This is an optimization exercise on Yosys and OpenROAD, whose aim is small area, not a production implementation. The RTL was checked by simulation tests, not by an equivalence proof against the original design.

==> v36: inputs <==
==> flow/design.v <==
`timescale 1ns / 1ps
module freqMeter(clk, rst, signal, d, z);
  input clk;
  input rst;
  input signal;
  output reg [1:4] d;
  output reg [7:0] z;
  reg [6:0] pre;
  reg [3:0] T;
  reg [3:0] H;
  reg [6:0] K;
  reg       f;
  reg [2:0] run;                      
  reg       lowP;                     
  reg [3:0] hi;                       
  reg [3:0] lo;                       
  reg [15:0] c;
  wire edge_in = signal & (run == 3'd6);
  wire pre99 = pre[6] & pre[5] & pre[1] & pre[0];
  wire T9    = T[3] & T[0];
  wire H9    = H[3] & H[0];
  wire wrapP = K[6] & K[0] & H[2] & H[0] & T[1] & T[0] &
               pre[5] & pre[4] & pre[3] & pre[1] & pre[0];           
  wire wrapC = f & K[5] & K[2] & K[1] & K[0] & H[1] & H[0] & T[1] &
               pre[3] & pre[2] & pre[1] & pre[0];                   
  wire kzero = (K == 7'd0);
  always @(posedge clk) begin
    if (rst) begin
      pre <= 0; T <= 0; H <= 0; K <= 0; f <= 0;
      run <= 3'd0;
      lowP <= 1'b0; hi <= 4'd1; lo <= 4'd0;
      c <= 16'b0;
    end else begin
      if (edge_in) begin
        lowP <= kzero;
        hi   <= kzero ? H : K[3:0];
        lo   <= kzero ? T : H;
      end
      if (edge_in || wrapC) begin
        pre <= 0; T <= 0; H <= 0; K <= 0; f <= 0;
      end else if (wrapP) begin
        pre <= 0; T <= 0; H <= 0; K <= 0; f <= 1'b1;
      end else begin
        pre <= pre99 ? 7'd0 : pre + 7'd1;
        if (pre99) begin
          T <= T9 ? 4'd0 : T + 4'd1;
          if (T9) begin
            H <= H9 ? 4'd0 : H + 4'd1;
            if (H9) K <= K + 7'd1;
          end
        end
      end
      run <= signal ? 3'd0 : (run == 3'd6 ? 3'd6 : run + 3'd1);
      c <= c + 16'd1;
    end
  end
  reg [3:0] w;
  always @(*) begin
    case (c[15:14])
      2'b00:   begin d = 4'b1011; w = 4'b1111; z[0] = lowP;  end
      2'b01:   begin d = 4'b1101; w = hi;      z[0] = ~lowP; end
      default: begin d = 4'b1110; w = lo;      z[0] = 1'b0;  end
    endcase
    case (w)
      4'd0: z[7:1] = 7'b1111110;
      4'd1: z[7:1] = 7'b0110000;
      4'd2: z[7:1] = 7'b1101101;
      4'd3: z[7:1] = 7'b1111001;
      4'd4: z[7:1] = 7'b0110011;
      4'd5: z[7:1] = 7'b1011011;
      4'd6: z[7:1] = 7'b1011111;
      4'd7: z[7:1] = 7'b1110000;
      4'd8: z[7:1] = 7'b1111111;
      4'd9: z[7:1] = 7'b1111011;
      default: z[7:1] = 7'b0000000;
    endcase
  end
endmodule
==> flow/run.sh <==
#!/bin/bash
# synth_recipe.tcl (not shown) runs the flow's synth.tcl, then flattens the netlist and writes it again
# the make line also repeats each setting of config.mk as NAME=value (left out here)
make -C /OpenROAD-flow-scripts/flow DESIGN_CONFIG=/design/flow/config.mk WORK_HOME=/design/flow/orfs CLKGATE_MAP_FILE= SYNTH_SCRIPT=/design/flow/synth_recipe.tcl finish
==> flow/config.mk <==
export PLATFORM = sky130hd
export DESIGN_NAME = freqMeter
export DESIGN_NICKNAME = freqMeter
export VERILOG_FILES = /design/flow/design.v
export SDC_FILE = /design/flow/constraint.sdc
export NUM_CORES = 4
export LEC_CHECK = 0
export CAP_MARGIN = 20
export CORE_MARGIN = 2
export CORE_UTILIZATION = 40
export SLEW_MARGIN = 20
==> flow/constraint.sdc <==
create_clock -name core_clock -period 100.0 [get_ports {clk}]
set_input_delay 20.0000 -clock core_clock [delete_from_list [all_inputs] [get_ports {clk}]]
set_output_delay 20.0000 -clock core_clock [all_outputs]
set_load 0.01 [all_outputs]
==> v4: changes against v36 <==
==> flow/design.v (replaced) <==
`timescale 1ns / 1ps
module freqMeter(clk, rst, signal, d, z);
  input clk;                          
  input rst;                          
  input signal;                       
  output reg [1:4]d;                  
  output reg [7:0]z;                  
  reg [19:0]counter;                  
  reg [19:0]counted;                  
  reg [15:0] period;                  
  reg isLowPeriod;                    
  reg [7:0] x;                        
  reg [5:0]signalPast;                
  reg [15:0] c;
  reg [3:0] w;
  always @(posedge clk) begin
    if (rst) begin                                         
      counter <= 0;                                        
      counted <= 10000;
      signalPast <= 6'b010101;
      c <= 16'b0;
    end else begin
    if (signalPast == 6'b000000 && signal == 1) begin      
      counted <= counter;                                  
      counter <= 0;                                        
    end else begin                                         
      counter <= counter + 1;                              
    end                                                    
    signalPast <= {signalPast[4:0], signal};
    c <= c+1;
    end
  end
  always @(*) begin
    period = counted / 10;
    isLowPeriod = period < 1000;
  end
  always @(*) begin
    if (isLowPeriod) begin
      x[7:4] = (period       - period % 100)/100;
      x[3:0] = (period % 100 - period % 10 )/10 ;
    end else begin
      x[7:4] = (period        - period % 1000)/1000;
      x[3:0] = (period % 1000 - period % 100 )/100 ;
    end
  end
  always @(*) begin
    case (c[15:14])
      2'b00: begin d[1]=1'b1; d[2]=1'b0; d[3]=1'b1; d[4]=1'b1; w=4'b1111; z[0] = isLowPeriod ? 1 : 0; end
      2'b01: begin d[1]=1'b1; d[2]=1'b1; d[3]=1'b0; d[4]=1'b1; w=x[7:4];  z[0] = isLowPeriod ? 0 : 1; end
      default: begin d[1]=1'b1; d[2]=1'b1; d[3]=1'b1; d[4]=1'b0; w=x[3:0];  z[0] = 0;                   end
    endcase
    case (w)
      4'b0000 :  z[7:1] = 7'b1111110;
      4'b0001 :  z[7:1] = 7'b0110000;
      4'b0010 :  z[7:1] = 7'b1101101; 
      4'b0011 :  z[7:1] = 7'b1111001;
      4'b0100 :	 z[7:1] = 7'b0110011;
      4'b0101 :	 z[7:1] = 7'b1011011;  
      4'b0110 :	 z[7:1] = 7'b1011111;
      4'b0111 :	 z[7:1] = 7'b1110000;
      4'b1000 :  z[7:1] = 7'b1111111;
      4'b1001 :  z[7:1] = 7'b1111011;
      default :  z[7:1] = 7'b0000000;
    endcase
  end
endmodule
==> notes <==
- v36 went through all stages and came out clean. v4 finished with timing, DRC and antenna clean.
- Global-route usage: v36 is lower than v4 (6.8 points).
- In synthesized area, v4 is at 11 times the value of v36.
- In fmax, v36 is at 2.7 times the value of v4.
- Against v4, the count of clock-buffer cells in the layout of v36 is lower by 3.
- The synthesized cell count of v4 is 15 times that of v36.
- In v36 the cell count is smaller than in v4, by 93%.
- Of v4 and v36, v36 has the higher hold slack (gap 0.017 ns).
- First-iteration DRC count: v36 is smaller than v4 (about 100%).
- Between v4 and v36, the lower non-clock buffer count is in v36 (gap 44).
- In die area, v4 is at 11 times the value of v36.
==> figures <==
| quantity | v36 | v4 |
|---|---|---|
| Status | finished clean | finished clean |
| Post-synthesis share of cell area spent on xor and xnor gates | 9.211% | 11.48% |
| Worst slew pin tran | 0.9455 ns | 1.039 ns |
| Final weighted congestion in routability-driven placement | 0.7865 | 0.9095 |
| Area share of and/or/nand/nor cells after synthesis | 28.67% | 30.14% |
| Global-route met3 utilization | 2.984% | 1.155% |
| Number of distinct standard cells referenced by the synthesized netlist | 53 | 154 |
| Mux contribution to synthesized area | 2.444% | 3.657% |
| Multi-input gate share of the layout cell area | 51.73% | 87.11% |
| Summed area of non-filler cells in the final layout | 0.002929 mm2 | 0.03103 mm2 |
| Post-synthesis adder-cell area fraction | 6.579% | 5.721% |
| Worst rel slew slack | 36.97% | 30.24% |
| Share of the yosys chip area belonging to registers | 38.35% | 4.046% |
| Startpoint of the lowest-slack register-to-register path | K[0] | signalPast[2] |
| Clock network contribution to total cell area | 4.015% | 1.044% |
| Average vias per placed instance | 5.161 | 6.204 |
| Area leader, netlist | sky130_fd_sc_hd__dfxtp_1 | sky130_fd_sc_hd__xnor2_1 |
| Net count reported at finish | 330 | 4540 |
| Starting DRC count in detailed routing | 111 | 2908 |
| Width of the chip | 85.59 um | 278.7 um |

-- port drivers added, routing unchanged --
Ports are ideal in the flow. The routed layouts listed here were re-timed in OpenROAD. Step 1 sets driving cells, clkbuf_16 on the clock port and buf_2 on the other inputs (assumed; they add their load-dependent delay and slew). Step 2 times the ports against the registers' clock, not the clock port: input delays grow and output delays shrink by t, the midpoint of the rising clock arrivals with the driver on. Three values: ideal, step 1, step 2; two values: the first two.
| run | t (ns) | setup slack, ns | hold slack, ns | worst setup path after step 2 |
|---|---|---|---|---|
| v36 | 0.328 | 77.132 / 77.103 / 77.431 | 0.460 / 0.460 / 0.460 | register to output |
| v4 | 0.376 | 38.123 / 38.077 / 38.453 | 0.443 / 0.443 / 0.443 | register to output |
After both steps every run listed still meets setup and hold.
